This is an optimization exercise on Yosys and OpenROAD, whose aim is small area and a short achievable clock period, not a production implementation.
Function not checked in this run: the RTL went through the layout flow alone.

==> design/flow/design.v <==
`timescale 1ns/10ps
module cs_fa(input a, input b, input c, output s, output co);
  assign s = a ^ b ^ c;
  assign co = (a & b) | (a & c) | (b & c);
endmodule
module cs_ha(input a, input b, output s, output co);
  assign s = a ^ b;
  assign co = a & b;
endmodule
module cs_hb(input a, input b, output s, output co);
  assign s = ~(a ^ b);
  assign co = a | b;
endmodule
module cs_xor(input a, input b, output y);
  assign y = a ^ b;
endmodule
module cs_xnor(input a, input b, output y);
  assign y = ~(a ^ b);
endmodule
module cs_maj(input a, input b, input c, output y);
  assign y = (a & b) | (a & c) | (b & c);
endmodule
module cs_and(input a, input b, output y);
  assign y = a & b;
endmodule
module cs_or(input a, input b, output y);
  assign y = a | b;
endmodule
module cs_inv(input a, output y);
  assign y = ~a;
endmodule
module cs_nand(input a, input b, output y);
  assign y = ~(a & b);
endmodule
module cs_orn(input a, input b, output y);
  assign y = a | ~b;
endmodule
module cs_o21a(input a, input b, input c, output y);
  assign y = (a | b) & c;
endmodule
module cs_nand3(input a, input b, input c, output y);
  assign y = ~(a & b & c);
endmodule
module cs_nor3(input a, input b, input c, output y);
  assign y = ~(a | b | c);
endmodule
module cs_or3(input a, input b, input c, output y);
  assign y = a | b | c;
endmodule
module cs_and9(input [8:0] a, output y, output ny);
  assign y = &a;
  assign ny = ~(&a);
endmodule
module cs_ao222i(input a0, input b0, input a1, input b1, input a2, input b2, output y);
  assign y = ~((a0 & b0) | (a1 & b1) | (a2 & b2));
endmodule
module cs_and3(input a, input b, input c, output y);
  assign y = a & b & c;
endmodule
module cs_o221a(input a1, input a2, input b1, input b2, input c, output y);
  assign y = (a1 | a2) & (b1 | b2) & c;
endmodule
module cs_mux(input s, input a, input b, output y);
  assign y = s ? b : a;
endmodule
module cs_ge(input [4:0] h, output g1, output g2);
  assign g1 = h[4] | (h[3] & (h[2] | h[1] | h[0]));
  assign g2 = h[4] & (h[3] | h[2] | h[1]);
endmodule
module cs_add5(input [4:0] a, input [4:0] b, output [4:0] s);
  assign s = a + b;
endmodule
module cs_add4(input [3:0] a, input [3:0] b, output [3:0] s);
  assign s = a + b;
endmodule
module cs_add8(input [7:0] a, input [7:0] b, output [7:0] s);
  assign s = a + b;
endmodule
module cs_add13(input [12:0] a, input [12:0] b, output [12:0] s);
  assign s = a + b;
endmodule
module CS(Y, X, reset, clk);
input clk, reset;
input [7:0] X;
output reg [9:0] Y;
reg [3:0] count;                  
reg [7:0] w0, w1, w2, w3, w4, w5, w6, w7, w8;    
reg [7:0] q;                      
reg [3:0] r;                      
reg nz;                           
always @(posedge clk) nz <= ~reset;
wire [7:0] qz = q & {8{nz}};
wire [3:0] rz = r & {4{nz}};
always @(posedge clk) begin
  q <= qn; r <= rn;
end
wire full = (count == 4'd9);
wire en = full & ~reset;
wire [7:0] qn;
wire [3:0] rn;
wire [9:0] Yd;
always @(posedge clk) begin
  w0 <= X; w1 <= w0; w2 <= w1; w3 <= w2; w4 <= w3;
  w5 <= w4; w6 <= w5; w7 <= w6; w8 <= w7;
end
always @(posedge clk) begin
  if (reset) count <= 4'd0;
  else if (!full) count <= count + 4'd1;
end
always @(posedge clk) Y <= Yd;
wire n1, n2, n3, n4, n5, n6, n7, n8, n9, n10, n11, n12, n13, n14, n15, n16, n17, n18, n19, n20, n21, n22, n23, n24, n25, n26, n27, n28, n29, n30, n31, n32, n33, n34, n35, n36, n37, n38, n39, n40, n41, n42, n43, n44, n45, n46, n47, n48, n49, n50, n51, n52, n53, n54, n55, n56, n57, n58, n59, n60, n61, n62, n63, n64, n65, n66, n67, n68, n69, n70, n71, n72, n73, n74, n75, n76, n77, n78, n79, n80, n81, n82, n83, n84, n85, n86, n87, n88, n89, n90, n91, n92, n93, n94, n95, n96, n97, n98, n99, n100, n101, n102, n103, n104, n105, n106, n107, n108, n109, n110, n111, n112, n113, n114, n115, n116, n117, n118, n119, n120, n121, n122, n123, n124, n125, n126, n127, n128, n129, n130, n131, n132, n133, n134, n135, n136, n137, n138, n139, n140, n141, n142, n143, n144, n145, n146, n147, n148, n149, n150, n151, n152, n153, n154, n155, n156, n157, n158, n159, n160, n161, n162, n163, n164, n165, n166, n167, n168, n169, n170, n171, n172, n173, n174, n175, n176, n177, n178, n179, n180, n181, n182, n183, n184, n185, n186, n187, n188, n189, n190, n191, n192, n193, n194, n195, n196, n197, n198, n199, n200, n201, n202, n203, n204, n205, n206, n207, n208, n209, n210, n211, n212, n213, n214, n215, n216, n217, n218, n219, n220, n221, n222, n223, n224, n225, n226, n227, n228, n229, n230, n231, n232, n233, n234, n235, n236, n237, n238, n239, n240, n241, n242, n243, n244, n245, n246, n247, n248, n249, n250, n251, n252, n253, n254, n255, n256, n257, n258, n259, n260, n261, n262, n263, n264, n265, n266, n267, n268, n269, n270, n271, n272, n273, n274, n275, n276, n277, n278, n279, n280, n281, n282, n283, n284, n285, n286, n287, n288, n289, n290, n291, n292, n293, n294, n295, n296, n297, n298, n299, n300, n301, n302, n303, n304, n305, n306, n307, n308, n309, n310, n311, n312, n313, n314, n315, n316, n317, n318, n319, n320, n321, n322, n323, n324, n325, n326, n327, n328, n329, n330, n331, n332, n333, n334, n335, n336, n337, n338, n339, n340, n341, n342, n343, n344, n345, n346, n347, n348, n349, n350, n351, n352, n353, n354, n355, n356, n357, n358, n359, n360, n361, n362, n363, n364, n365, n366, n367, n368, n369, n370, n371, n372, n373, n374, n375, n376, n377, n378, n379, n380, n381, n382, n383, n384, n385, n386, n387, n388, n389, n390, n391, n392, n393, n394, n395, n396, n397, n398, n399, n400, n401, n402, n403, n404, n405, n406, n407, n408, n409, n410, n411, n412, n413, n414, n415, n416, n417, n418, n419, n420, n421, n422, n423, n424, n425, n426, n427, n428, n429, n430, n431, n432, n433, n434, n435, n436, n437, n438, n439, n440, n441, n442, n443, n444, n445, n446, n447, n448, n449, n450, n451, n452, n453, n454, n455, n456, n457, n458, n459, n460, n461, n462, n463, n464, n465, n466, n467, n468, n469, n470, n471, n472, n473, n474, n475, n476, n477, n478, n479, n480, n481, n482, n483, n484, n485, n486;
cs_and u0 (.a(w8[0]), .b(full), .y(n1));
cs_and u1 (.a(w8[1]), .b(full), .y(n2));
cs_and u2 (.a(w8[2]), .b(full), .y(n3));
cs_and u3 (.a(w8[3]), .b(full), .y(n4));
cs_and u4 (.a(w8[4]), .b(full), .y(n5));
cs_and u5 (.a(w8[5]), .b(full), .y(n6));
cs_and u6 (.a(w8[6]), .b(full), .y(n7));
cs_and u7 (.a(w8[7]), .b(full), .y(n8));
cs_inv u8 (.a(n1), .y(n9));
cs_inv u9 (.a(n2), .y(n10));
cs_inv u10 (.a(n3), .y(n11));
cs_inv u11 (.a(n7), .y(n12));
cs_inv u12 (.a(n8), .y(n13));
cs_inv u13 (.a(rz[0]), .y(n14));
cs_ha u14 (.a(rz[1]), .b(rz[0]), .s(n15), .co(n16));
cs_ha u15 (.a(n14), .b(n4), .s(n17), .co(n18));
cs_fa u16 (.a(n5), .b(n10), .c(n13), .s(n19), .co(n20));
cs_fa u17 (.a(rz[2]), .b(n6), .c(n11), .s(n21), .co(n22));
cs_ha u18 (.a(n9), .b(n12), .s(n23), .co(n24));
cs_fa u19 (.a(n15), .b(n18), .c(n19), .s(n25), .co(n26));
cs_fa u20 (.a(n16), .b(n21), .c(n20), .s(n27), .co(n28));
cs_ha u21 (.a(rz[3]), .b(n22), .s(n29), .co(n30));
cs_add5 u22 (.a({n30, n29, n27, n25, n17}), .b({1'b0, n28, n26, n24, n23}), .s({n35, n34, n33, n32, n31}));
cs_ge u23 (.h({n35, n34, n33, n32, n31}), .g1(n36), .g2(n37));
cs_ha u24 (.a(n31), .b(n36), .s(n38), .co(n39));
cs_fa u25 (.a(n32), .b(n36), .c(n37), .s(n40), .co(n41));
cs_fa u26 (.a(n33), .b(n36), .c(n37), .s(n42), .co(n43));
cs_add4 u27 (.a({n34, n42, n40, n37}), .b({n43, n41, n39, n38}), .s({n47, n46, n45, n44}));
cs_inv u28 (.a(X[3]), .y(n48));
cs_inv u29 (.a(X[4]), .y(n49));
cs_inv u30 (.a(X[5]), .y(n50));
cs_ha u31 (.a(X[0]), .b(X[6]), .s(n51), .co(n52));
cs_fa u32 (.a(X[1]), .b(X[7]), .c(n49), .s(n53), .co(n54));
cs_ha u33 (.a(X[2]), .b(n50), .s(n55), .co(n56));
cs_ha u34 (.a(n48), .b(n51), .s(n57), .co(n58));
cs_fa u35 (.a(n52), .b(n53), .c(n45), .s(n59), .co(n60));
cs_fa u36 (.a(n55), .b(n54), .c(n46), .s(n61), .co(n62));
cs_ha u37 (.a(n56), .b(n47), .s(n63), .co(n64));
cs_add5 u38 (.a({n64, n63, n61, n59, n44}), .b({1'b0, n62, n60, n58, n57}), .s({n69, n68, n67, n66, n65}));
cs_ge u39 (.h({n69, n68, n67, n66, n65}), .g1(n70), .g2(n71));
cs_fa u40 (.a(n65), .b(n70), .c(n71), .s(n72), .co(n73));
cs_fa u41 (.a(n66), .b(n70), .c(n71), .s(n74), .co(n75));
cs_fa u42 (.a(n67), .b(n70), .c(n71), .s(n76), .co(n77));
cs_ha u43 (.a(n73), .b(n74), .s(n78), .co(n79));
cs_fa u44 (.a(n75), .b(n76), .c(n79), .s(n80), .co(n81));
cs_fa u45 (.a(n68), .b(n77), .c(n81), .s(n82), .co(n83));
cs_inv u46 (.a(n4), .y(n84));
cs_inv u47 (.a(n5), .y(n85));
cs_inv u48 (.a(n6), .y(n86));
cs_inv u49 (.a(qz[1]), .y(n87));
cs_inv u50 (.a(qz[5]), .y(n88));
cs_inv u51 (.a(qz[6]), .y(n89));
cs_inv u52 (.a(qz[7]), .y(n90));
cs_fa u53 (.a(qz[0]), .b(n84), .c(n12), .s(n91), .co(n92));
cs_ha u54 (.a(n36), .b(n37), .s(n93), .co(n94));
cs_fa u55 (.a(n87), .b(n85), .c(n12), .s(n95), .co(n96));
cs_ha u56 (.a(n13), .b(X[4]), .s(n97), .co(n98));
cs_fa u57 (.a(qz[2]), .b(qz[1]), .c(n86), .s(n99), .co(n100));
cs_fa u58 (.a(n12), .b(n13), .c(X[5]), .s(n101), .co(n102));
cs_fa u59 (.a(n91), .b(n93), .c(X[3]), .s(n103), .co(n104));
cs_fa u60 (.a(n95), .b(n92), .c(n94), .s(n105), .co(n106));
cs_ha u61 (.a(X[6]), .b(X[7]), .s(n107), .co(n108));
cs_fa u62 (.a(n99), .b(n96), .c(X[6]), .s(n109), .co(n110));
cs_fa u63 (.a(X[7]), .b(n98), .c(n101), .s(n111), .co(n112));
cs_fa u64 (.a(qz[3]), .b(n13), .c(n100), .s(n113), .co(n114));
cs_ha u65 (.a(X[7]), .b(n102), .s(n115), .co(n116));
cs_ha u66 (.a(X[6]), .b(n103), .s(n117), .co(n118));
cs_fa u67 (.a(n105), .b(n97), .c(n107), .s(n119), .co(n120));
cs_fa u68 (.a(n106), .b(n108), .c(n109), .s(n121), .co(n122));
cs_fa u69 (.a(n113), .b(n110), .c(n115), .s(n123), .co(n124));
cs_ha u70 (.a(qz[4]), .b(n114), .s(n125), .co(n126));
cs_ha u71 (.a(n117), .b(n70), .s(n127), .co(n128));
cs_fa u72 (.a(n104), .b(n119), .c(n118), .s(n129), .co(n130));
cs_fa u73 (.a(n120), .b(n111), .c(n121), .s(n131), .co(n132));
cs_fa u74 (.a(n112), .b(n122), .c(n123), .s(n133), .co(n134));
cs_fa u75 (.a(n125), .b(n116), .c(n124), .s(n135), .co(n136));
cs_ha u76 (.a(n88), .b(n126), .s(n137), .co(n138));
cs_ha u77 (.a(qz[5]), .b(n89), .s(n139), .co(n140));
cs_ha u78 (.a(qz[6]), .b(n90), .s(n141), .co(n142));
cs_add8 u79 (.a({n141, n139, n137, n135, n133, n131, n129, n71}), .b({n140, n138, n136, n134, n132, n130, n128, n127}), .s({n150, n149, n148, n147, n146, n145, n144, n143}));
cs_inv u80 (.a(q[0]), .y(n151));
cs_inv u81 (.a(q[1]), .y(n152));
cs_inv u82 (.a(q[2]), .y(n153));
cs_inv u83 (.a(q[3]), .y(n154));
cs_inv u84 (.a(q[4]), .y(n155));
cs_inv u85 (.a(q[5]), .y(n156));
cs_inv u86 (.a(q[6]), .y(n157));
cs_inv u87 (.a(q[7]), .y(n158));
cs_and u88 (.a(w0[0]), .b(n151), .y(n159));
cs_maj u89 (.a(w0[1]), .b(n152), .c(n159), .y(n160));
cs_maj u90 (.a(w0[2]), .b(n153), .c(n160), .y(n161));
cs_maj u91 (.a(w0[3]), .b(n154), .c(n161), .y(n162));
cs_and u92 (.a(w0[4]), .b(n155), .y(n163));
cs_or u93 (.a(w0[4]), .b(n155), .y(n164));
cs_maj u94 (.a(w0[5]), .b(n156), .c(n163), .y(n165));
cs_maj u95 (.a(w0[5]), .b(n156), .c(n164), .y(n166));
cs_maj u96 (.a(w0[6]), .b(n157), .c(n165), .y(n167));
cs_maj u97 (.a(w0[6]), .b(n157), .c(n166), .y(n168));
cs_maj u98 (.a(w0[7]), .b(n158), .c(n167), .y(n169));
cs_maj u99 (.a(w0[7]), .b(n158), .c(n168), .y(n170));
cs_mux u100 (.s(n162), .a(n169), .b(n170), .y(n171));
cs_and u101 (.a(w1[0]), .b(n151), .y(n172));
cs_maj u102 (.a(w1[1]), .b(n152), .c(n172), .y(n173));
cs_maj u103 (.a(w1[2]), .b(n153), .c(n173), .y(n174));
cs_maj u104 (.a(w1[3]), .b(n154), .c(n174), .y(n175));
cs_and u105 (.a(w1[4]), .b(n155), .y(n176));
cs_or u106 (.a(w1[4]), .b(n155), .y(n177));
cs_maj u107 (.a(w1[5]), .b(n156), .c(n176), .y(n178));
cs_maj u108 (.a(w1[5]), .b(n156), .c(n177), .y(n179));
cs_maj u109 (.a(w1[6]), .b(n157), .c(n178), .y(n180));
cs_maj u110 (.a(w1[6]), .b(n157), .c(n179), .y(n181));
cs_maj u111 (.a(w1[7]), .b(n158), .c(n180), .y(n182));
cs_maj u112 (.a(w1[7]), .b(n158), .c(n181), .y(n183));
cs_mux u113 (.s(n175), .a(n182), .b(n183), .y(n184));
cs_and u114 (.a(w2[0]), .b(n151), .y(n185));
cs_maj u115 (.a(w2[1]), .b(n152), .c(n185), .y(n186));
cs_maj u116 (.a(w2[2]), .b(n153), .c(n186), .y(n187));
cs_maj u117 (.a(w2[3]), .b(n154), .c(n187), .y(n188));
cs_and u118 (.a(w2[4]), .b(n155), .y(n189));
cs_or u119 (.a(w2[4]), .b(n155), .y(n190));
cs_maj u120 (.a(w2[5]), .b(n156), .c(n189), .y(n191));
cs_maj u121 (.a(w2[5]), .b(n156), .c(n190), .y(n192));
cs_maj u122 (.a(w2[6]), .b(n157), .c(n191), .y(n193));
cs_maj u123 (.a(w2[6]), .b(n157), .c(n192), .y(n194));
cs_maj u124 (.a(w2[7]), .b(n158), .c(n193), .y(n195));
cs_maj u125 (.a(w2[7]), .b(n158), .c(n194), .y(n196));
cs_mux u126 (.s(n188), .a(n195), .b(n196), .y(n197));
cs_and u127 (.a(w3[0]), .b(n151), .y(n198));
cs_maj u128 (.a(w3[1]), .b(n152), .c(n198), .y(n199));
cs_maj u129 (.a(w3[2]), .b(n153), .c(n199), .y(n200));
cs_maj u130 (.a(w3[3]), .b(n154), .c(n200), .y(n201));
cs_and u131 (.a(w3[4]), .b(n155), .y(n202));
cs_or u132 (.a(w3[4]), .b(n155), .y(n203));
cs_maj u133 (.a(w3[5]), .b(n156), .c(n202), .y(n204));
cs_maj u134 (.a(w3[5]), .b(n156), .c(n203), .y(n205));
cs_maj u135 (.a(w3[6]), .b(n157), .c(n204), .y(n206));
cs_maj u136 (.a(w3[6]), .b(n157), .c(n205), .y(n207));
cs_maj u137 (.a(w3[7]), .b(n158), .c(n206), .y(n208));
cs_maj u138 (.a(w3[7]), .b(n158), .c(n207), .y(n209));
cs_mux u139 (.s(n201), .a(n208), .b(n209), .y(n210));
cs_and u140 (.a(w4[0]), .b(n151), .y(n211));
cs_maj u141 (.a(w4[1]), .b(n152), .c(n211), .y(n212));
cs_maj u142 (.a(w4[2]), .b(n153), .c(n212), .y(n213));
cs_maj u143 (.a(w4[3]), .b(n154), .c(n213), .y(n214));
cs_and u144 (.a(w4[4]), .b(n155), .y(n215));
cs_or u145 (.a(w4[4]), .b(n155), .y(n216));
cs_maj u146 (.a(w4[5]), .b(n156), .c(n215), .y(n217));
cs_maj u147 (.a(w4[5]), .b(n156), .c(n216), .y(n218));
cs_maj u148 (.a(w4[6]), .b(n157), .c(n217), .y(n219));
cs_maj u149 (.a(w4[6]), .b(n157), .c(n218), .y(n220));
cs_maj u150 (.a(w4[7]), .b(n158), .c(n219), .y(n221));
cs_maj u151 (.a(w4[7]), .b(n158), .c(n220), .y(n222));
cs_mux u152 (.s(n214), .a(n221), .b(n222), .y(n223));
cs_and u153 (.a(w5[0]), .b(n151), .y(n224));
cs_maj u154 (.a(w5[1]), .b(n152), .c(n224), .y(n225));
cs_maj u155 (.a(w5[2]), .b(n153), .c(n225), .y(n226));
cs_maj u156 (.a(w5[3]), .b(n154), .c(n226), .y(n227));
cs_and u157 (.a(w5[4]), .b(n155), .y(n228));
cs_or u158 (.a(w5[4]), .b(n155), .y(n229));
cs_maj u159 (.a(w5[5]), .b(n156), .c(n228), .y(n230));
cs_maj u160 (.a(w5[5]), .b(n156), .c(n229), .y(n231));
cs_maj u161 (.a(w5[6]), .b(n157), .c(n230), .y(n232));
cs_maj u162 (.a(w5[6]), .b(n157), .c(n231), .y(n233));
cs_maj u163 (.a(w5[7]), .b(n158), .c(n232), .y(n234));
cs_maj u164 (.a(w5[7]), .b(n158), .c(n233), .y(n235));
cs_mux u165 (.s(n227), .a(n234), .b(n235), .y(n236));
cs_and u166 (.a(w6[0]), .b(n151), .y(n237));
cs_maj u167 (.a(w6[1]), .b(n152), .c(n237), .y(n238));
cs_maj u168 (.a(w6[2]), .b(n153), .c(n238), .y(n239));
cs_maj u169 (.a(w6[3]), .b(n154), .c(n239), .y(n240));
cs_and u170 (.a(w6[4]), .b(n155), .y(n241));
cs_or u171 (.a(w6[4]), .b(n155), .y(n242));
cs_maj u172 (.a(w6[5]), .b(n156), .c(n241), .y(n243));
cs_maj u173 (.a(w6[5]), .b(n156), .c(n242), .y(n244));
cs_maj u174 (.a(w6[6]), .b(n157), .c(n243), .y(n245));
cs_maj u175 (.a(w6[6]), .b(n157), .c(n244), .y(n246));
cs_maj u176 (.a(w6[7]), .b(n158), .c(n245), .y(n247));
cs_maj u177 (.a(w6[7]), .b(n158), .c(n246), .y(n248));
cs_mux u178 (.s(n240), .a(n247), .b(n248), .y(n249));
cs_and u179 (.a(w7[0]), .b(n151), .y(n250));
cs_maj u180 (.a(w7[1]), .b(n152), .c(n250), .y(n251));
cs_maj u181 (.a(w7[2]), .b(n153), .c(n251), .y(n252));
cs_maj u182 (.a(w7[3]), .b(n154), .c(n252), .y(n253));
cs_and u183 (.a(w7[4]), .b(n155), .y(n254));
cs_or u184 (.a(w7[4]), .b(n155), .y(n255));
cs_maj u185 (.a(w7[5]), .b(n156), .c(n254), .y(n256));
cs_maj u186 (.a(w7[5]), .b(n156), .c(n255), .y(n257));
cs_maj u187 (.a(w7[6]), .b(n157), .c(n256), .y(n258));
cs_maj u188 (.a(w7[6]), .b(n157), .c(n257), .y(n259));
cs_maj u189 (.a(w7[7]), .b(n158), .c(n258), .y(n260));
cs_maj u190 (.a(w7[7]), .b(n158), .c(n259), .y(n261));
cs_mux u191 (.s(n253), .a(n260), .b(n261), .y(n262));
cs_and u192 (.a(w8[0]), .b(n151), .y(n263));
cs_maj u193 (.a(w8[1]), .b(n152), .c(n263), .y(n264));
cs_maj u194 (.a(w8[2]), .b(n153), .c(n264), .y(n265));
cs_maj u195 (.a(w8[3]), .b(n154), .c(n265), .y(n266));
cs_and u196 (.a(w8[4]), .b(n155), .y(n267));
cs_or u197 (.a(w8[4]), .b(n155), .y(n268));
cs_maj u198 (.a(w8[5]), .b(n156), .c(n267), .y(n269));
cs_maj u199 (.a(w8[5]), .b(n156), .c(n268), .y(n270));
cs_maj u200 (.a(w8[6]), .b(n157), .c(n269), .y(n271));
cs_maj u201 (.a(w8[6]), .b(n157), .c(n270), .y(n272));
cs_maj u202 (.a(w8[7]), .b(n158), .c(n271), .y(n273));
cs_maj u203 (.a(w8[7]), .b(n158), .c(n272), .y(n274));
cs_mux u204 (.s(n266), .a(n273), .b(n274), .y(n275));
cs_inv u205 (.a(n171), .y(n276));
cs_inv u206 (.a(n184), .y(n277));
cs_inv u207 (.a(n197), .y(n278));
cs_inv u208 (.a(n210), .y(n279));
cs_inv u209 (.a(n223), .y(n280));
cs_inv u210 (.a(n236), .y(n281));
cs_inv u211 (.a(n249), .y(n282));
cs_inv u212 (.a(n262), .y(n283));
cs_inv u213 (.a(n275), .y(n284));
cs_ao222i u214 (.a0(n276), .b0(w0[7]), .a1(n277), .b1(w1[7]), .a2(n278), .b2(w2[7]), .y(n285));
cs_ao222i u215 (.a0(n279), .b0(w3[7]), .a1(n280), .b1(w4[7]), .a2(n281), .b2(w5[7]), .y(n286));
cs_ao222i u216 (.a0(n282), .b0(w6[7]), .a1(n283), .b1(w7[7]), .a2(n284), .b2(w8[7]), .y(n287));
cs_and3 u217 (.a(n285), .b(n286), .c(n287), .y(n288));
cs_nand3 u218 (.a(n285), .b(n286), .c(n287), .y(n289));
cs_and u219 (.a(w0[7]), .b(w0[6]), .y(n290));
cs_and u220 (.a(w1[7]), .b(w1[6]), .y(n291));
cs_and u221 (.a(w2[7]), .b(w2[6]), .y(n292));
cs_and u222 (.a(w3[7]), .b(w3[6]), .y(n293));
cs_and u223 (.a(w4[7]), .b(w4[6]), .y(n294));
cs_and u224 (.a(w5[7]), .b(w5[6]), .y(n295));
cs_and u225 (.a(w6[7]), .b(w6[6]), .y(n296));
cs_and u226 (.a(w7[7]), .b(w7[6]), .y(n297));
cs_and u227 (.a(w8[7]), .b(w8[6]), .y(n298));
cs_ao222i u228 (.a0(n276), .b0(n290), .a1(n277), .b1(n291), .a2(n278), .b2(n292), .y(n299));
cs_ao222i u229 (.a0(n279), .b0(n293), .a1(n280), .b1(n294), .a2(n281), .b2(n295), .y(n300));
cs_ao222i u230 (.a0(n282), .b0(n296), .a1(n283), .b1(n297), .a2(n284), .b2(n298), .y(n301));
cs_and3 u231 (.a(n299), .b(n300), .c(n301), .y(n302));
cs_nand3 u232 (.a(n299), .b(n300), .c(n301), .y(n303));
cs_ao222i u233 (.a0(n276), .b0(w0[6]), .a1(n277), .b1(w1[6]), .a2(n278), .b2(w2[6]), .y(n304));
cs_ao222i u234 (.a0(n279), .b0(w3[6]), .a1(n280), .b1(w4[6]), .a2(n281), .b2(w5[6]), .y(n305));
cs_ao222i u235 (.a0(n282), .b0(w6[6]), .a1(n283), .b1(w7[6]), .a2(n284), .b2(w8[6]), .y(n306));
cs_and3 u236 (.a(n304), .b(n305), .c(n306), .y(n307));
cs_nand3 u237 (.a(n304), .b(n305), .c(n306), .y(n308));
cs_o21a u238 (.a(n289), .b(n307), .c(n302), .y(n309));
cs_inv u239 (.a(n309), .y(n310));
cs_o221a u240 (.a1(w0[7]), .a2(n288), .b1(w0[6]), .b2(n309), .c(n276), .y(n311));
cs_o221a u241 (.a1(w1[7]), .a2(n288), .b1(w1[6]), .b2(n309), .c(n277), .y(n312));
cs_o221a u242 (.a1(w2[7]), .a2(n288), .b1(w2[6]), .b2(n309), .c(n278), .y(n313));
cs_o221a u243 (.a1(w3[7]), .a2(n288), .b1(w3[6]), .b2(n309), .c(n279), .y(n314));
cs_o221a u244 (.a1(w4[7]), .a2(n288), .b1(w4[6]), .b2(n309), .c(n280), .y(n315));
cs_o221a u245 (.a1(w5[7]), .a2(n288), .b1(w5[6]), .b2(n309), .c(n281), .y(n316));
cs_o221a u246 (.a1(w6[7]), .a2(n288), .b1(w6[6]), .b2(n309), .c(n282), .y(n317));
cs_o221a u247 (.a1(w7[7]), .a2(n288), .b1(w7[6]), .b2(n309), .c(n283), .y(n318));
cs_o221a u248 (.a1(w8[7]), .a2(n288), .b1(w8[6]), .b2(n309), .c(n284), .y(n319));
cs_ao222i u249 (.a0(n311), .b0(w0[5]), .a1(n312), .b1(w1[5]), .a2(n313), .b2(w2[5]), .y(n320));
cs_ao222i u250 (.a0(n314), .b0(w3[5]), .a1(n315), .b1(w4[5]), .a2(n316), .b2(w5[5]), .y(n321));
cs_ao222i u251 (.a0(n317), .b0(w6[5]), .a1(n318), .b1(w7[5]), .a2(n319), .b2(w8[5]), .y(n322));
cs_and3 u252 (.a(n320), .b(n321), .c(n322), .y(n323));
cs_nand3 u253 (.a(n320), .b(n321), .c(n322), .y(n324));
cs_and u254 (.a(w0[5]), .b(w0[4]), .y(n325));
cs_and u255 (.a(w1[5]), .b(w1[4]), .y(n326));
cs_and u256 (.a(w2[5]), .b(w2[4]), .y(n327));
cs_and u257 (.a(w3[5]), .b(w3[4]), .y(n328));
cs_and u258 (.a(w4[5]), .b(w4[4]), .y(n329));
cs_and u259 (.a(w5[5]), .b(w5[4]), .y(n330));
cs_and u260 (.a(w6[5]), .b(w6[4]), .y(n331));
cs_and u261 (.a(w7[5]), .b(w7[4]), .y(n332));
cs_and u262 (.a(w8[5]), .b(w8[4]), .y(n333));
cs_ao222i u263 (.a0(n311), .b0(n325), .a1(n312), .b1(n326), .a2(n313), .b2(n327), .y(n334));
cs_ao222i u264 (.a0(n314), .b0(n328), .a1(n315), .b1(n329), .a2(n316), .b2(n330), .y(n335));
cs_ao222i u265 (.a0(n317), .b0(n331), .a1(n318), .b1(n332), .a2(n319), .b2(n333), .y(n336));
cs_and3 u266 (.a(n334), .b(n335), .c(n336), .y(n337));
cs_nand3 u267 (.a(n334), .b(n335), .c(n336), .y(n338));
cs_ao222i u268 (.a0(n311), .b0(w0[4]), .a1(n312), .b1(w1[4]), .a2(n313), .b2(w2[4]), .y(n339));
cs_ao222i u269 (.a0(n314), .b0(w3[4]), .a1(n315), .b1(w4[4]), .a2(n316), .b2(w5[4]), .y(n340));
cs_ao222i u270 (.a0(n317), .b0(w6[4]), .a1(n318), .b1(w7[4]), .a2(n319), .b2(w8[4]), .y(n341));
cs_and3 u271 (.a(n339), .b(n340), .c(n341), .y(n342));
cs_nand3 u272 (.a(n339), .b(n340), .c(n341), .y(n343));
cs_o21a u273 (.a(n324), .b(n342), .c(n337), .y(n344));
cs_inv u274 (.a(n344), .y(n345));
cs_o221a u275 (.a1(w0[5]), .a2(n323), .b1(w0[4]), .b2(n344), .c(n311), .y(n346));
cs_o221a u276 (.a1(w1[5]), .a2(n323), .b1(w1[4]), .b2(n344), .c(n312), .y(n347));
cs_o221a u277 (.a1(w2[5]), .a2(n323), .b1(w2[4]), .b2(n344), .c(n313), .y(n348));
cs_o221a u278 (.a1(w3[5]), .a2(n323), .b1(w3[4]), .b2(n344), .c(n314), .y(n349));
cs_o221a u279 (.a1(w4[5]), .a2(n323), .b1(w4[4]), .b2(n344), .c(n315), .y(n350));
cs_o221a u280 (.a1(w5[5]), .a2(n323), .b1(w5[4]), .b2(n344), .c(n316), .y(n351));
cs_o221a u281 (.a1(w6[5]), .a2(n323), .b1(w6[4]), .b2(n344), .c(n317), .y(n352));
cs_o221a u282 (.a1(w7[5]), .a2(n323), .b1(w7[4]), .b2(n344), .c(n318), .y(n353));
cs_o221a u283 (.a1(w8[5]), .a2(n323), .b1(w8[4]), .b2(n344), .c(n319), .y(n354));
cs_ao222i u284 (.a0(n346), .b0(w0[3]), .a1(n347), .b1(w1[3]), .a2(n348), .b2(w2[3]), .y(n355));
cs_ao222i u285 (.a0(n349), .b0(w3[3]), .a1(n350), .b1(w4[3]), .a2(n351), .b2(w5[3]), .y(n356));
cs_ao222i u286 (.a0(n352), .b0(w6[3]), .a1(n353), .b1(w7[3]), .a2(n354), .b2(w8[3]), .y(n357));
cs_and3 u287 (.a(n355), .b(n356), .c(n357), .y(n358));
cs_nand3 u288 (.a(n355), .b(n356), .c(n357), .y(n359));
cs_and u289 (.a(w0[3]), .b(w0[2]), .y(n360));
cs_and u290 (.a(w1[3]), .b(w1[2]), .y(n361));
cs_and u291 (.a(w2[3]), .b(w2[2]), .y(n362));
cs_and u292 (.a(w3[3]), .b(w3[2]), .y(n363));
cs_and u293 (.a(w4[3]), .b(w4[2]), .y(n364));
cs_and u294 (.a(w5[3]), .b(w5[2]), .y(n365));
cs_and u295 (.a(w6[3]), .b(w6[2]), .y(n366));
cs_and u296 (.a(w7[3]), .b(w7[2]), .y(n367));
cs_and u297 (.a(w8[3]), .b(w8[2]), .y(n368));
cs_ao222i u298 (.a0(n346), .b0(n360), .a1(n347), .b1(n361), .a2(n348), .b2(n362), .y(n369));
cs_ao222i u299 (.a0(n349), .b0(n363), .a1(n350), .b1(n364), .a2(n351), .b2(n365), .y(n370));
cs_ao222i u300 (.a0(n352), .b0(n366), .a1(n353), .b1(n367), .a2(n354), .b2(n368), .y(n371));
cs_and3 u301 (.a(n369), .b(n370), .c(n371), .y(n372));
cs_nand3 u302 (.a(n369), .b(n370), .c(n371), .y(n373));
cs_ao222i u303 (.a0(n346), .b0(w0[2]), .a1(n347), .b1(w1[2]), .a2(n348), .b2(w2[2]), .y(n374));
cs_ao222i u304 (.a0(n349), .b0(w3[2]), .a1(n350), .b1(w4[2]), .a2(n351), .b2(w5[2]), .y(n375));
cs_ao222i u305 (.a0(n352), .b0(w6[2]), .a1(n353), .b1(w7[2]), .a2(n354), .b2(w8[2]), .y(n376));
cs_and3 u306 (.a(n374), .b(n375), .c(n376), .y(n377));
cs_nand3 u307 (.a(n374), .b(n375), .c(n376), .y(n378));
cs_o21a u308 (.a(n359), .b(n377), .c(n372), .y(n379));
cs_inv u309 (.a(n379), .y(n380));
cs_o221a u310 (.a1(w0[3]), .a2(n358), .b1(w0[2]), .b2(n379), .c(n346), .y(n381));
cs_o221a u311 (.a1(w1[3]), .a2(n358), .b1(w1[2]), .b2(n379), .c(n347), .y(n382));
cs_o221a u312 (.a1(w2[3]), .a2(n358), .b1(w2[2]), .b2(n379), .c(n348), .y(n383));
cs_o221a u313 (.a1(w3[3]), .a2(n358), .b1(w3[2]), .b2(n379), .c(n349), .y(n384));
cs_o221a u314 (.a1(w4[3]), .a2(n358), .b1(w4[2]), .b2(n379), .c(n350), .y(n385));
cs_o221a u315 (.a1(w5[3]), .a2(n358), .b1(w5[2]), .b2(n379), .c(n351), .y(n386));
cs_o221a u316 (.a1(w6[3]), .a2(n358), .b1(w6[2]), .b2(n379), .c(n352), .y(n387));
cs_o221a u317 (.a1(w7[3]), .a2(n358), .b1(w7[2]), .b2(n379), .c(n353), .y(n388));
cs_o221a u318 (.a1(w8[3]), .a2(n358), .b1(w8[2]), .b2(n379), .c(n354), .y(n389));
cs_ao222i u319 (.a0(n381), .b0(w0[1]), .a1(n382), .b1(w1[1]), .a2(n383), .b2(w2[1]), .y(n390));
cs_ao222i u320 (.a0(n384), .b0(w3[1]), .a1(n385), .b1(w4[1]), .a2(n386), .b2(w5[1]), .y(n391));
cs_ao222i u321 (.a0(n387), .b0(w6[1]), .a1(n388), .b1(w7[1]), .a2(n389), .b2(w8[1]), .y(n392));
cs_and3 u322 (.a(n390), .b(n391), .c(n392), .y(n393));
cs_nand3 u323 (.a(n390), .b(n391), .c(n392), .y(n394));
cs_and u324 (.a(w0[1]), .b(w0[0]), .y(n395));
cs_and u325 (.a(w1[1]), .b(w1[0]), .y(n396));
cs_and u326 (.a(w2[1]), .b(w2[0]), .y(n397));
cs_and u327 (.a(w3[1]), .b(w3[0]), .y(n398));
cs_and u328 (.a(w4[1]), .b(w4[0]), .y(n399));
cs_and u329 (.a(w5[1]), .b(w5[0]), .y(n400));
cs_and u330 (.a(w6[1]), .b(w6[0]), .y(n401));
cs_and u331 (.a(w7[1]), .b(w7[0]), .y(n402));
cs_and u332 (.a(w8[1]), .b(w8[0]), .y(n403));
cs_ao222i u333 (.a0(n381), .b0(n395), .a1(n382), .b1(n396), .a2(n383), .b2(n397), .y(n404));
cs_ao222i u334 (.a0(n384), .b0(n398), .a1(n385), .b1(n399), .a2(n386), .b2(n400), .y(n405));
cs_ao222i u335 (.a0(n387), .b0(n401), .a1(n388), .b1(n402), .a2(n389), .b2(n403), .y(n406));
cs_and3 u336 (.a(n404), .b(n405), .c(n406), .y(n407));
cs_nand3 u337 (.a(n404), .b(n405), .c(n406), .y(n408));
cs_ao222i u338 (.a0(n381), .b0(w0[0]), .a1(n382), .b1(w1[0]), .a2(n383), .b2(w2[0]), .y(n409));
cs_ao222i u339 (.a0(n384), .b0(w3[0]), .a1(n385), .b1(w4[0]), .a2(n386), .b2(w5[0]), .y(n410));
cs_ao222i u340 (.a0(n387), .b0(w6[0]), .a1(n388), .b1(w7[0]), .a2(n389), .b2(w8[0]), .y(n411));
cs_and3 u341 (.a(n409), .b(n410), .c(n411), .y(n412));
cs_nand3 u342 (.a(n409), .b(n410), .c(n411), .y(n413));
cs_o21a u343 (.a(n394), .b(n412), .c(n407), .y(n414));
cs_inv u344 (.a(n414), .y(n415));
cs_fa u345 (.a(q[0]), .b(q[3]), .c(r[3]), .s(n416), .co(n417));
cs_fa u346 (.a(q[1]), .b(q[4]), .c(n417), .s(n418), .co(n419));
cs_fa u347 (.a(q[2]), .b(q[5]), .c(n419), .s(n420), .co(n421));
cs_fa u348 (.a(q[3]), .b(q[6]), .c(n421), .s(n422), .co(n423));
cs_fa u349 (.a(q[4]), .b(q[7]), .c(n423), .s(n424), .co(n425));
cs_ha u350 (.a(q[0]), .b(r[0]), .s(n426), .co(n427));
cs_fa u351 (.a(q[1]), .b(r[1]), .c(n427), .s(n428), .co(n429));
cs_fa u352 (.a(q[2]), .b(r[2]), .c(n429), .s(n430), .co(n431));
cs_ha u353 (.a(n416), .b(n431), .s(n432), .co(n433));
cs_ha u354 (.a(n418), .b(n433), .s(n434), .co(n435));
cs_ha u355 (.a(n420), .b(n435), .s(n436), .co(n437));
cs_ha u356 (.a(n422), .b(n437), .s(n438), .co(n439));
cs_ha u357 (.a(n424), .b(n439), .s(n440), .co(n441));
cs_fa u358 (.a(q[5]), .b(n425), .c(n441), .s(n442), .co(n443));
cs_ha u359 (.a(q[6]), .b(n443), .s(n444), .co(n445));
cs_ha u360 (.a(q[7]), .b(n445), .s(n446), .co(n447));
cs_ha u361 (.a(n432), .b(n359), .s(n448), .co(n449));
cs_fa u362 (.a(n434), .b(n345), .c(n394), .s(n450), .co(n451));
cs_fa u363 (.a(n436), .b(n324), .c(n380), .s(n452), .co(n453));
cs_fa u364 (.a(n438), .b(n310), .c(n359), .s(n454), .co(n455));
cs_fa u365 (.a(n289), .b(n440), .c(n345), .s(n456), .co(n457));
cs_ha u366 (.a(n442), .b(n324), .s(n458), .co(n459));
cs_ha u367 (.a(n444), .b(n310), .s(n460), .co(n461));
cs_ha u368 (.a(n289), .b(n446), .s(n462), .co(n463));
cs_add13 u369 (.a({1'b0, n447, n462, n460, n458, n456, n454, n452, n450, n415, n430, n428, n426}), .b({1'b0, n463, n461, n459, n457, n455, n453, n451, n449, n448, n380, n394, n415}), .s({n476, n475, n474, n473, n472, n471, n470, n469, n468, n467, n466, n465, n464}));
cs_and u370 (.a(n467), .b(en), .y(n477));
cs_and u371 (.a(n468), .b(en), .y(n478));
cs_and u372 (.a(n469), .b(en), .y(n479));
cs_and u373 (.a(n470), .b(en), .y(n480));
cs_and u374 (.a(n471), .b(en), .y(n481));
cs_and u375 (.a(n472), .b(en), .y(n482));
cs_and u376 (.a(n473), .b(en), .y(n483));
cs_and u377 (.a(n474), .b(en), .y(n484));
cs_and u378 (.a(n475), .b(en), .y(n485));
cs_and u379 (.a(n476), .b(en), .y(n486));
assign qn[0] = n143;
assign qn[1] = n144;
assign qn[2] = n145;
assign qn[3] = n146;
assign qn[4] = n147;
assign qn[5] = n148;
assign qn[6] = n149;
assign qn[7] = n150;
assign rn[0] = n72;
assign rn[1] = n78;
assign rn[2] = n80;
assign rn[3] = n82;
assign Yd[0] = n477;
assign Yd[1] = n478;
assign Yd[2] = n479;
assign Yd[3] = n480;
assign Yd[4] = n481;
assign Yd[5] = n482;
assign Yd[6] = n483;
assign Yd[7] = n484;
assign Yd[8] = n485;
assign Yd[9] = n486;
endmodule
==> design/flow/flow/run.sh <==
#!/bin/bash
# The standard layout (standard.sh), with two changes to how it is made:
#  - ORFS's timing repair aims at a setup slack of 14 ns at the design's clock
#    period (SETUP_SLACK_MARGIN), so repair_timing sizes and buffers critical paths;
#  - every input and output port still gets a buffer, of cell sky130_fd_sc_hd__buf_2.
set -e
export SETUP_SLACK_MARGIN=14
export BUFFER_PORTS_ARGS="-buffer_cell sky130_fd_sc_hd__buf_2"
bash standard.sh > standard.log 2>&1
==> design/flow/standard.sh <==
#!/bin/bash
# synth_recipe.tcl (not shown) runs the flow's synth.tcl, then flattens the netlist and writes it again
# the make line also repeats each setting of config.mk as NAME=value (left out here)
make -C /OpenROAD-flow-scripts/flow DESIGN_CONFIG=/design/flow/config.mk WORK_HOME=/design/flow/orfs CLKGATE_MAP_FILE= SYNTH_SCRIPT=/design/flow/synth_recipe.tcl "${@:-finish}"
==> design/flow/config.mk <==
export PLATFORM = sky130hd
export DESIGN_NAME = CS
export DESIGN_NICKNAME = CS
export VERILOG_FILES = /design/flow/design.v
export SDC_FILE = /design/flow/constraint.sdc
export NUM_CORES = 4
export LEC_CHECK = 0
export CAP_MARGIN = 20
export CORE_MARGIN = 2
export CORE_UTILIZATION = 40
export CTS_BUF_LIST = sky130_fd_sc_hd__clkbuf_8
export SLEW_MARGIN = 20
export SYNTH_HIERARCHICAL = 1
export SYNTH_MINIMUM_KEEP_SIZE = 0
==> design/flow/constraint.sdc <==
create_clock -name core_clock -period 23.0 [get_ports {clk}]
set_input_delay 4.6000 -clock core_clock [delete_from_list [all_inputs] [get_ports {clk}]]
set_output_delay 4.6000 -clock core_clock [all_outputs]
set_load 0.01 [all_outputs]
==> results.toml <==
[outcome]
status = "finished clean"

[critical_path]
end_kind = "register"
rrSetupSlack_ps = 14370
path_class = "register to register"
setup.worst_path.start = "q[0]$_DFF_P_"
required_ps = 23280
crit_arrival_ps = 8910
cp_max_fo = 10
r2r-start = "q[0]$_DFF_P_"
crit_slowest_cell = "a222oi_1"
cpPeakStageDelay_ps = 590
crit_path_frequent_cell = "a222oi_1"
startpoint_type = "register"

[route]
drt_iter0_markers = 524
wl_mm = 16.5
drtAntennaViolNets = 0
num_vias = 5210
via_per_inst = 5.63
first_pass_iters = 6
drc_errors = 0
wl_per_cell_um = 17.8

[sta]
finClkSkew_ps = 15.0
tns_ps = 0
final-setup-viol-count = 0
fmax_mhz = 116
maxSlewViolCount = 0
tightest_slew_ps = 815
layout_min_cycle_time_ps = 8630
fin_crit_sh = 0.375
setup_ws_ps = 14370
slew_headroom = 0.456
rsz0062_at_grt = "no"
hold_viol_final = 0

[logic_synthesis]
yosysWarnings = 7
postSynthCellCount = 653
synth_area_um2 = 7240
syn_avg_cell_area_um2 = 11.1

[finish]
area_delta_synth_final_pct = 9.55
antenna_cells = 0
drive_gt1_frac = 0.224
final_nets = 813

[grt]
grt_pass1_wl_mm = 27.1
grt.total_usage = 0.175
grt_max_degree = 19
gr-total-overflow = 0
grt_antenna_before_repair = 0
first_global_vias = 5293

[clock_network]
cts-root-buf = "clkbuf_8"
clkTransAtPathRegs_ps = 100
clkLatencyLatePin_ps = 390
cts_buffers = 9
clock_path_buffers = 2
htreeDepth = 3
cts_tree = "built"
cts_sinks = 99

[placed_design]
numPortBuffers = 19
dp_slack_ps = 13980
dp_hpwl_mm = 13.2
gp_congestion = 0.852

[floorplanning]
fp.dieW_um = 139
die_area_um2 = 19200
die_height_um = 139
pin_count = 20
start_util = 0.406
fp-row-count = 49
coreArea_um2 = 17800

[hold_path]
hp-start = "w2[0]$_DFF_P_"
hold_path_class = "register to register"

[run]
maxCapViolations = 0
## through the flow
step / cells / hold WS (ps) / utilization / instance area (um^2)
2_1_floorplan: 656 / 354 / - / 7260
3_3_place_gp: 903 / 369 / 0.428 / 7630
3_5_place_dp: 903 / 378 / 0.428 / 7630
4_1_cts: 920 / 391 / 0.441 / 7880
5_1_grt: 926 / 404 / 0.445 / 7940
6_report: 926 / 389 / 0.445 / 7940
## worst max-delay path, delay by kind of cell, from the launching register on
| family | cells | cell delay, ps |
|---|---|---|
| DFF | 1 | 420 |
| and+or+nand+nor | 6 | 1100 |
| adders and majority gates | 5 | 1520 |
| AOI/OAI and AO/OA | 15 | 4850 |
| muxes | 1 | 200 |
| buffers and inverters | 3 | 290 |
| xor gates and xnor gates | 1 | 140 |
## area by class of cell
type / instances / area, um^2
clock buffer: 12 / 165
clock inverter: 4 / 47.5
sequential: 99 / 1980
fill: 1657 / 9900
timing repair buffer: 26 / 160
inverter: 53 / 203
tap: 229 / 287
multi-input combinational: 503 / 5090
## final timing paths
kind | to | cells past startpoint
setup / recovery | Y[7]$_DFF_P_ | 31
hold / removal | w3[0]$_DFF_P_ | 0
setup reg to reg | Y[7]$_DFF_P_ | 31
hold reg to reg | w3[0]$_DFF_P_ | 0
## placed cells by master, fill, tap and decap left out, types with 2 or more instances in the layout
cell type,n
buf_2,19
conb_1,4
a21oi_2,6
a211oi_1,4
clkbuf_8,12
nand2b_1,4
a21oi_1,13
o21ai_0,4
xnor2_1,20
o21a_2,3
o211ai_1,3
nand3_2,3
or2_1,9
o21a_1,2
maj3_2,81
and3_1,12
o221a_1,27
o31a_2,2
inv_1,53
nor4_1,2
nand2_1,4
a222oi_1,36
and2_1,85
dfxtp_1,99
a21o_1,8
mux2_4,9
nor2_2,2
fa_1,47
xor2_1,8
nor2_1,14
buf_4,6
ha_1,64
nand3_1,3
nor2b_1,2
## metal layers
metal	routed length [um]	GRT usage
met5	0	0
met4	344	0.0714
met2	8100	0.292
met1	7190	0.229
met3	865	0.0259
## registers in the layout, indices dropped and copies added (netlist names)
register / cells
w6: 8
w5: 8
count: 4
nz: 1
w4: 8
Y: 10
r: 4
w1: 8
w7: 8
w8: 8
w2: 8
q: 8
w0: 8
w3: 8
## what timing repair did
action	4_1_cts	5_1_grt
setup buffers	1	6
setup endpoints to repair	3	10
cloned	0	0
resized for setup	2	6
hold buffers	0	0
pin swaps	1	11

==> afterwards: timing with drivers on the ports <==
In the flow no input, the clock included, has a driving cell. The finished layout below was timed again as built, in two steps. Step 1 assumes that a clkbuf_16 drives the clock port and a buf_2 every other input. Step 2 moves the port delays by t, midway between the first and last clock arrival at a register: inputs arrive t later, outputs are due t later. That takes back most of the time a late clock gives input paths. Slacks: ideal / step 1 / step 2; pairs: ideal / step 1.
t (ns): 0.419
slack for setup (ns): 14.370 / 14.370 / 14.129
worst hold slack (ns): 0.389 / 0.389 / 0.389
worst setup path at the end: input to register
pins driven straight from the clock port: 1
After both steps setup and hold are still met in this run. The setup slack of this run moves by 0.000 ns with the drivers and by -0.241 ns with both steps.
